What follows belongs to an exercise in optimizing a design on an open flow for small area and a short achievable clock period; a production flow would make more cautious choices.
Only simulation tests tie the RTL to the original design; equivalence was not proved.

umber:
## Two_neuron
module Two_neuron (clk,reset,enable,wgt1,wgt2,inp,out_vector);
clock: 25.0 ns
lec_check: 0
cap_margin: 20
core_margin: 2
core_utilization: 40
cts_buf_list: sky130_fd_sc_hd__clkbuf_8
cts_cluster_diameter: 60
cts_cluster_size: 16
slew_margin: 20
synth_hierarchical: 1
synth_minimum_keep_size: 0
standard.sh (not shown) runs the stock make flow with config.mk's settings and CLKGATE_MAP_FILE= SYNTH_SCRIPT=/design/flow/synth_recipe.tcl, a recipe that flattens the netlist after the stock synthesis.
==> flow/flow/run.sh <==
#!/bin/bash
# The standard layout (the standard.sh, unchanged synthesis), with every input and
# output port buffered by a sky130_fd_sc_hd__buf_2 instead of the resizer's default pick.
set -e
export BUFFER_PORTS_ARGS="-buffer_cell sky130_fd_sc_hd__buf_2"
bash standard.sh > standard.log 2>&1
[inputs] delta vs umber
- swapping 16 for 20 in CTS_CLUSTER_SIZE
- swapping sky130_fd_sc_hd__clkbuf_8 for sky130_fd_sc_hd__clkbuf_8 sky130_fd_sc_hd__clkbuf_16 in CTS_BUF_LIST
Per the comparison of delta with umber, global-route wire length before repair held steady; detailed-route wire length moved up; number of antenna cells inserted -1; number of port buffers neither gained nor lost much. Comparing delta and umber, the higher final instance area is on delta. delta vs umber: headroom to the max-slew limit up. delta against umber: non-clock buffer contribution to total cell area roughly the same, period utilization higher.
The inputs of sierra differ from those of delta as listed below.
- CTS_BUF_LIST changed from sky130_fd_sc_hd__clkbuf_8 sky130_fd_sc_hd__clkbuf_16 to sky130_fd_sc_hd__clkbuf_4 sky130_fd_sc_hd__clkbuf_8
- CTS_CLUSTER_SIZE removed (was 20)
- CTS_CLUSTER_DIAMETER removed (was 60)
sierra: full flow OK, the timing, DRC and antenna checks passed. From delta to sierra the numbers moved as follows: final area picked up an extra 0.47%, post-layout utilization of the core picked up an extra 0.21 points, global-route usage picked up an extra 0.21 points. Compared sierra against delta; clock transition at the registers of the reported paths within noise. Looking at final critical-path setup slack across both flows, sierra is the stronger of the two, with delta trailing.


Starting RTL as in the previous note.
Settings: LEC_CHECK=0, CAP_MARGIN=20, CORE_MARGIN=2, CORE_UTILIZATION=40, CTS_BUF_LIST=sky130_fd_sc_hd__clkbuf_8, CTS_CLUSTER_DIAMETER=60, CTS_CLUSTER_SIZE=20, SLEW_MARGIN=20, SYNTH_HIERARCHICAL=1, SYNTH_MINIMUM_KEEP_SIZE=0; clock period 25.0 ns.
Scripts as last shown in full above: flow/flow/run.sh
The first run completed without violations.
Next try:
Settings changed: CTS_BUF_LIST sky130_fd_sc_hd__clkbuf_8 to unset, CTS_CLUSTER_DIAMETER 60 to unset, CTS_CLUSTER_SIZE 20 to unset.
After rerunning:
- worst setup slack got worse by 0.14 ns
- non-clock buffer count is unchanged
- synthesized cell count does not change
- global-route usage rises by 0.16 points
- clock-buffer cell count rose by 17
- cell area grows slightly
- area after synthesis does not change

--- another note on this design; it stands on its own ---

==> run Y <==
==> flow/design.v (excerpt) <==
module Two_neuron (clk,reset,enable,wgt1,wgt2,inp,out_vector);
==> flow/config.mk <==
export PLATFORM = sky130hd
export DESIGN_NAME = Two_neuron
export DESIGN_NICKNAME = Two_neuron
export VERILOG_FILES = /design/flow/design.v
export SDC_FILE = /design/flow/constraint.sdc
export NUM_CORES = 4
export LEC_CHECK = 0
export CAP_MARGIN = 20
export CORE_MARGIN = 2
export CORE_UTILIZATION = 40
export SLEW_MARGIN = 20
export SYNTH_HIERARCHICAL = 1
export SYNTH_MINIMUM_KEEP_SIZE = 0
==> flow/constraint.sdc <==
create_clock -name core_clock -period 25.0 [get_ports {clk}]
set_input_delay 5.0000 -clock core_clock [delete_from_list [all_inputs] [get_ports {clk}]]
set_output_delay 5.0000 -clock core_clock [all_outputs]
set_load 0.01 [all_outputs]
standard.sh (not shown) runs the stock make flow with config.mk's settings and CLKGATE_MAP_FILE= SYNTH_SCRIPT=/design/flow/synth_recipe.tcl, a recipe that flattens the netlist after the stock synthesis.
==> flow/flow/run.sh <==
#!/bin/bash
# The standard layout (the standard.sh, unchanged synthesis), with every input and
# output port buffered by a sky130_fd_sc_hd__buf_2 instead of the resizer's default pick.
set -e
export BUFFER_PORTS_ARGS="-buffer_cell sky130_fd_sc_hd__buf_2"
bash standard.sh > standard.log 2>&1
==> run F (differences from run Y) <==
Settings changed: CORE_UTILIZATION 40 to 60.
==> qor summary <==
quantity	run Y	run F
Highest clock frequency the design can meet	104 MHz	100 MHz
Half-perimeter wire length of the detailed placement result	83.3 mm	81.5 mm
Crit Path Max Fanout	79	100
Final setup skew	0.0181 ns	0.0311 ns
Vias per cell	5.31	5.99
Cell area after placement	0.0380 mm2	0.0375 mm2
Pre-CTS setup slack	15.39 ns	15.18 ns
Overall die width	305 um	250 um
Met2 demand-to-capacity share in global routing	37.9%	57.1%
Final critical-path required period	9.64 ns	9.99 ns
Vert. Die Dim	305 um	250 um
Global router's overall resource usage	22.2%	32.4%
Normalized max-slew margin	32.6%	30.4%
Slowest cell delay on critical path	0.67 ns	0.86 ns
Final standard cell count with taps included and fillers excluded	4869	4464
Status	finished clean	finished clean
Met2 WL post-DR	49.5 mm	50.0 mm
Worst setup slack after layout	15.36 ns	15.01 ns
Clock network share of area	3.75%	3.33%
Worst-case reg-to-reg path depth	29	30
Number of clock buffers in the layout	48	47
Fraction of final layout cells sized beyond drive strength 1	11.3%	11.0%

## re-timing with driven ports
The results above use ideal ports. As a check the final layouts listed here were re-extracted and re-timed, cells and wires unchanged. Step 1, drivers: a clkbuf_16 drives clk and a buf_2 each remaining input, both assumed. Step 2 also shifts input and output timing later by t, the mid clock arrival at the registers, as if the neighbouring blocks saw the same clock. Three values: ideal ports, drivers, drivers and shift; two values: the first two.
run	t, ns	setup WS [ns]	hold WS [ns]	worst setup path after step 2	worst register clock-pin slew, ns
umber	0.724	16.186 / 16.194 / 15.470	0.500 / 0.500 / 0.500	input to register	0.11 / 0.11
delta	0.658	16.117 / 16.115 / 15.457	0.496 / 0.496 / 0.496	input to register	0.08 / 0.08
sierra	0.700	16.155 / 16.169 / 15.469	0.506 / 0.506 / 0.506	input to register	0.07 / 0.07
the first run of note 2	0.724	16.186 / 16.194 / 15.470	0.500 / 0.500 / 0.500	input to register	0.11 / 0.11
the second run of note 2	0.595	16.044 / 16.040 / 15.445	0.502 / 0.502 / 0.502	input to register	0.06 / 0.06
run Y	0.633	15.362 / 15.362 / 15.362	0.445 / 0.445 / 0.445	register to register	0.06 / 0.06
run F	0.595	15.014 / 15.014 / 15.014	0.444 / 0.444 / 0.444	register to register	0.06 / 0.06
After both steps every run listed still meets setup and hold.
